What follows belongs to an exercise in optimizing a design on an open flow for small area and a short achievable clock period; a production flow would make more cautious choices.
The RTL of this run was laid out without a check of its function.

===== run.sh =====
#!/bin/bash
# synth_recipe.tcl (not shown) runs the flow's synth.tcl, then flattens the netlist and writes it again
# the make line also repeats each setting of config.mk as NAME=value (left out here)
make -C /OpenROAD-flow-scripts/flow DESIGN_CONFIG=/design/flow/config.mk WORK_HOME=/design/flow/orfs CLKGATE_MAP_FILE= SYNTH_SCRIPT=/design/flow/synth_recipe.tcl finish

===== config.mk =====
export PLATFORM = sky130hd
export DESIGN_NAME = CS
export DESIGN_NICKNAME = CS
export VERILOG_FILES = /design/flow/design.v
export SDC_FILE = /design/flow/constraint.sdc
export NUM_CORES = 4
export LEC_CHECK = 0
export CAP_MARGIN = 20
export CORE_MARGIN = 2
export CORE_UTILIZATION = 40
export SLEW_MARGIN = 20

===== constraint.sdc =====
create_clock -name core_clock -period 20.0 [get_ports {clk}]
set_input_delay 4.0000 -clock core_clock [delete_from_list [all_inputs] [get_ports {clk}]]
set_output_delay 4.0000 -clock core_clock [all_outputs]
set_load 0.01 [all_outputs]

===== design.v =====
`timescale 1ns/10ps
module CS(Y, X, reset, clk);
input clk, reset; 
input 	[7:0] X;
output 	[9:0] Y;
wire[8:0] flag;
reg [7:0]inputx[0:8];
integer i;
reg [11:0] accum;
wire  [12:0] sum;
wire[29:0] avg;
wire o_valid_11,o_valid_12,o_valid_13,o_valid_14,o_valid_21,o_valid_22,o_valid_31,
    o_valid_41;
wire [7:0] o_value_11,o_value_12,o_value_13,o_value_14,o_value_21,o_value_22,
            o_value_31,o_value_41;
always @(posedge clk or posedge reset) begin
    if(reset)begin
        for(i=0;i<9;i=i+1)begin
            inputx[i]<=8'b0;
        end
    end
    else begin
        inputx[0] <= X;
        for(i=0;i<8;i=i+1)begin
            inputx[i+1] <= inputx[i];
        end
    end    
end
always @(posedge clk or posedge reset)begin
    if(reset)begin
        accum <= 8'b0;
    end
    else begin
        accum <= accum + {4'b0,X} - {4'b0,inputx[8]};
    end
end
parameter one_nine = 18'b000111000111001000;
wire [29:0]a;
assign a = {4'b0,accum,14'b0}+{5'b0,accum,13'b0}+{6'b0,accum,12'b0}+{10'b0,accum,8'b0}+{11'b0,accum,7'b0}+{12'b0,accum,6'b0}+{15'b0,accum,3'b0};
assign avg = a>>18;
assign flag[0] = inputx[0] > avg[7:0];
assign flag[1] = inputx[1] > avg[7:0];
assign flag[2] = inputx[2] > avg[7:0];
assign flag[3] = inputx[3] > avg[7:0];
assign flag[4] = inputx[4] > avg[7:0];
assign flag[5] = inputx[5] > avg[7:0];
assign flag[6] = inputx[6] > avg[7:0];
assign flag[7] = inputx[7] > avg[7:0];
assign flag[8] = inputx[8] > avg[7:0];
Compare c11(flag[0],flag[1],inputx[0],inputx[1],o_valid_11,o_value_11);
Compare c12(flag[2],flag[3],inputx[2],inputx[3],o_valid_12,o_value_12);
Compare c13(flag[4],flag[5],inputx[4],inputx[5],o_valid_13,o_value_13);
Compare c14(flag[6],flag[7],inputx[6],inputx[7],o_valid_14,o_value_14);
Compare c21(o_valid_11,o_valid_12,o_value_11,o_value_12,o_valid_21,o_value_21);
Compare c22(o_valid_13,o_valid_14,o_value_13,o_value_14,o_valid_22,o_value_22);
Compare c31(o_valid_21,o_valid_22,o_value_21,o_value_22,o_valid_31,o_value_31);
Compare c41(o_valid_31,flag[8],o_value_31,inputx[8],o_valid_41,o_value_41);
wire [11:0]xappr9;
assign xappr9 = {1'b0,o_value_41,3'b0} + {4'b0,o_value_41};
assign sum = accum + xappr9;
assign Y = sum[12:3];
endmodule
module Compare (in_valid1,in_valid2,in_value1,in_value2,out_valid,out_value);
input in_valid1;
input in_valid2;
input [7:0]in_value1;
input [7:0]in_value2;
output reg out_valid;
output reg [7:0]out_value;
wire flag;
assign flag = in_value1 > in_value2;
always @(*) begin
    case({in_valid1,in_valid2})
        2'b00:begin
            out_valid = 1'b0;
            if(flag) out_value = in_value1;
            else out_value = in_value2;
        end
        2'b01:begin
            out_valid = 1'b0;
            out_value = in_value1;
        end
        2'b10:begin
            out_valid = 1'b0;
            out_value = in_value2;
        end
        default:begin
            out_valid = 1'b1;
            out_value = 8'bx;
        end
    endcase
end
endmodule

==> notes.md <==
==> metrics by stage <==
stage / util, % / hold WS, ns
after floorplan: - / 0.3742
after global placement: 43.64 / 0.4120
after detailed placement: 43.64 / 0.4155
after CTS: 45.01 / 0.4296
after global routing: 46.14 / 0.4425
final: 46.14 / 0.4310
==> final cells by class <==
class	count	area [um2]	share of cell area, %
clock buffers	10	229.0	2.040
clock inverters	6	63.81	0.5686
inverters	180	676.9	6.032
multi-input cells	773	7295	65.00
flip-flops and latches	84	2106	18.76
well taps	324	405.4	3.612
repair buffers	52	446.7	3.980
==> kinds of logic after synthesis <==
logic type / after synthesis / synth area share [%]
adders and majority gates: 261 / 35.96
AOI/OAI and AO/OA: 259 / 19.04
buffers and inverters: 194 / 7.387
and+or+nand+nor: 174 / 8.991
DFF: 84 / 21.21
xor gates and xnor gates: 62 / 5.670
muxes: 17 / 1.730
==> flip-flops by register name, summed over array words and instances (netlist names) <==
name    count
accum      12
inputx     72
==> cell usage after synthesis (6+ instances only) <==
master	number
nor3_1	14
a221oi_1	11
xnor2_1	54
nor2_1	42
o21a_1	8
o21ai_0	24
clkbuf_1	7
a211o_1	13
a21oi_1	69
xor2_1	7
dfrtp_1	84
o41a_1	7
maj3_1	19
nand2b_1	6
nand2_1	35
nor2b_1	19
mux2i_1	16
ha_1	196
a22oi_1	7
a22o_1	38
o21bai_1	8
fa_1	46
nand3_1	14
inv_1	180
a21o_1	27
nand4_1	18
==> routing by layer <==
metal / up-vias / part of all wire (%) / GRT usage, %
met5: - / 0 / 0
met4: 0 / 1.6 / 5.073
met3: 27 / 3.8 / 2.440
met2: 146 / 46 / 32.85
met1: 3857 / 49 / 28.95
li1: 3826 / - / -
==> critical path: cells and delay by family (launching register included) <==
| family | cells | cell delay [ns] |
|---|---|---|
| flip-flops | 1 | 0.44 |
| AND/OR/NAND/NOR | 17 | 3.32 |
| multiplexers | 1 | 0.17 |
| buffers and inverters | 8 | 1.29 |
| XOR/XNOR | 1 | 0.11 |
| adder cells (fa/ha/maj) | 12 | 4.61 |
| AO/OA/AOI/OAI | 24 | 5.00 |
==> placed cells by master (no fill, tap or decap), types with 5 or more instances in the layout <==
| cell type | n |
|---|---|
| a21oi_1 | 63 |
| nand2_1 | 34 |
| maj3_1 | 19 |
| dfrtp_1 | 81 |
| a22oi_1 | 6 |
| fa_1 | 45 |
| o21a_1 | 7 |
| and3_1 | 5 |
| a21o_1 | 27 |
| a211o_1 | 13 |
| nor2b_1 | 18 |
| inv_1 | 179 |
| nor2_1 | 40 |
| buf_4 | 32 |
| o21bai_1 | 8 |
| nand2b_1 | 6 |
| nor3_1 | 9 |
| xor2_1 | 6 |
| o41a_1 | 7 |
| xnor2_1 | 50 |
| nand4_1 | 18 |
| nand3_1 | 14 |
| o21ai_0 | 21 |
| clkbuf_16 | 9 |
| a21oi_2 | 6 |
| ha_1 | 195 |
| a221oi_1 | 11 |
| a22o_1 | 38 |
| clkdlybuf4s50_1 | 17 |
| mux2i_1 | 16 |
==> final timing paths <==
check,endpoint,depth (start not counted)
worst min register to register,inputx[7][0],0
worst max register to register,accum[11],14
min in group asynchronous,inputx[4][0],2
worst min-delay path,inputx[7][0],0
max in group asynchronous,accum[1],3
worst max-delay path,Y[8],63
==> what timing repair did <==
action / CTS / global route
cloned: 0 / 0
pin swaps: 0 / 8
hold buffers: 0 / 0
resized for setup: 12 / 38
endpoints found under the setup margin: 6 / 9
setup buffers: 0 / 14
==> qor_table.md <==
| Step | Quantity | Reported |
|:---|:---|:---|
| route | Initial DRC Count | 444 |
| setup path | Critical path startpoint | accum[0] |
| grt | Largest net degree at the start of global routing | 66 |
| cells and area | Layout area overhead | 13.26% |
| grt | Total global-route track usage | 20.31% |
| synth | Post-synth EDFFs | 0 |
| setup path | Start of the worst register-to-register path | accum[1] |
| timing | Number of setup violations in the final report | 0 |
| floorplan | Full die area | 26050 um2 |
| grt | Grt total ovfl | 0 |
| floorplan | Horizontal extent of the die | 161.4 um |
| placement | Buffers on Ports | 19 |
| synth | Top cell type's share of synthesized area | 24.75% |
| timing | Setup TNS | 0 ns |
| setup path | Endpoint class of the critical path | output port |
| route | Total Routed Length | 25680 um |
| clock network | Total number of H-tree levels | 3 |
| route | Antenna-violating nets left | 0 |
| setup path | Worst path most repeated cell | ha_1 |
| grt | Vias in the first global route | 7786 |
| setup path | Worst R2R Setup Slack | 16.69 ns |
| setup path | CP max stage delay | 0.59 ns |
| cells and area | Final nets | 1352 |
| cells and area | ANT cells | 0 |
| synth | Instance count of the mapped netlist | 1051 |
| clock network | CTS tree | built |
| clock network | Maximum number of buffers from clock root to sink | 2 |
| route | Total via count in the routed design | 7856 |
| timing | Crit path setup slack, layout | 0.7129 ns |
| setup path | Largest fanout on the critical path | 8 |
| clock network | Number of clock buffers inserted by TritonCTS | 9 |
| timing | Achievable clock frequency | 51.85 MHz |
| synth | Cells taking the most area after synthesis | ha_1, dfrtp_1, fa_1, inv_1, xnor2_1 |
| grt | First-pass GRT wire length | 41390 um |
| synth | Post-synth design cell area | 9908 um2 |
| route | WL/cell | 17.97 um |
| placement | Instance count after placement with tap cells included | 1399 |
| clock network | Worst-Skew Late Latency | 0.35 ns |
| synth | Number of storage elements in the synthesis netlist | 84 |
| timing | Worst setup skew after layout | 0.005323 ns |
| setup path | Cell at the slowest stage of the critical path | fa_1 |
| placement | DP Worst Slack | -0.0005667 ns |
| route | DRC violations left | 0 |
| cells and area | Number of fill cells | 2260 |
| grt | Initial antenna violation count | 1 |
| clock network | CTS clk-pin slew, worst paths | 0.06 ns |
| timing | Setup repair after global routing missed its margin | true |
| setup path | Critical path launch point type | flip-flop |
| setup path | Worst endpoint required time | 16.00 ns |
| cells and area | Count of non-filler cells in the finished layout | 1429 |
| placement | Estimated wirelength of the detail-placed design | 20560 um |
| placement | Placed Area | 10610 um2 |
| floorplan | Floorplan row count | 57 |
| timing | Worst max-slew margin expressed relative to the limit | 43.62% |
| route | Post-DR vias/cell | 5.498 |
| floorplan | Effective utilization at floorplan | 40.74% |
| route | TritonRoute pass-1 iters | 5 |
| clock network | Clock root buffer | clkbuf_16 |
| placement | Placer congestion estimate | 0.8680 |
| synth | Synthesized net count | 1303 |
| synth | Dominant register cell in the synthesized netlist | dfrtp_1 |
| cells and area | Share of post-route cells with drive strength above 1 | 8.869% |
| timing | Endpoints failing hold | 0 |
| timing | Transition time at the pin with the least slew margin | 0.8457 ns |
| synth | Synth area leader | ha_1 |
| floorplan | Area inside the core boundary | 24320 um2 |
| synth | Fraction of the yosys area taken by sequential cells | 21.21% |
| synth | Netlist cell types | 71 |
| timing | Final clock period utilization by the worst path | 96.44% |
| status | Outcome | timing/DRC/antenna clean |
| timing | Total count of max-transition violations in the final report | 0 |
| synth | Avg Cell Area, Syn | 9.427 um2 |
| hold path | Launch instance of the worst min-delay path | inputx[6][0] |
| hold path | Path type of the worst min-delay path | reg -> reg |
| setup path | Arrival time at the worst endpoint | 15.29 ns |
| synth | Async set-reset flop share out of synthesis | 100.0% |
| synth | Number of warnings reported in the yosys synthesis log | 4 |
| timing | Final critical delay including setup and external delays | 19.29 ns |
| flow run | Max-Cap Viols | 0 |
| floorplan | Die span in y | 161.4 um |
| clock network | Total clock sinks | 84 |
| cells and area | Final instance area | 11220 um2 |
| floorplan | Number of primary I/O pins | 20 |
| setup path | Worst Path Class, Setup | reg -> out |

what the ideal ports hide:
The results above use ideal ports. As a check the final layout listed here was re-extracted and re-timed, cells and wires unchanged. Step 1 (the two cells are an assumption about what drives the block):
set clk [get_ports {clk}]
set_driving_cell -lib_cell sky130_fd_sc_hd__clkbuf_16 $clk
set_driving_cell -lib_cell sky130_fd_sc_hd__buf_2 [delete_from_list [all_inputs] $clk]
Step 2 also shifts input and output timing later by t, the mid clock arrival at the registers, as if the neighbouring blocks saw the same clock. Three values: no drivers, after step 1, after step 2; two values: the first two.
shift t [ns]: 0.389
setup WS [ns]: 0.713 / 0.672 / 1.061
hold WS [ns]: 0.431 / 0.431 / 0.431
worst register clock-pin slew, ns: 0.07 / 0.07
After both steps this run still meets setup and hold. The setup slack of this run moves by -0.041 ns with the drivers and by +0.348 ns with both steps.
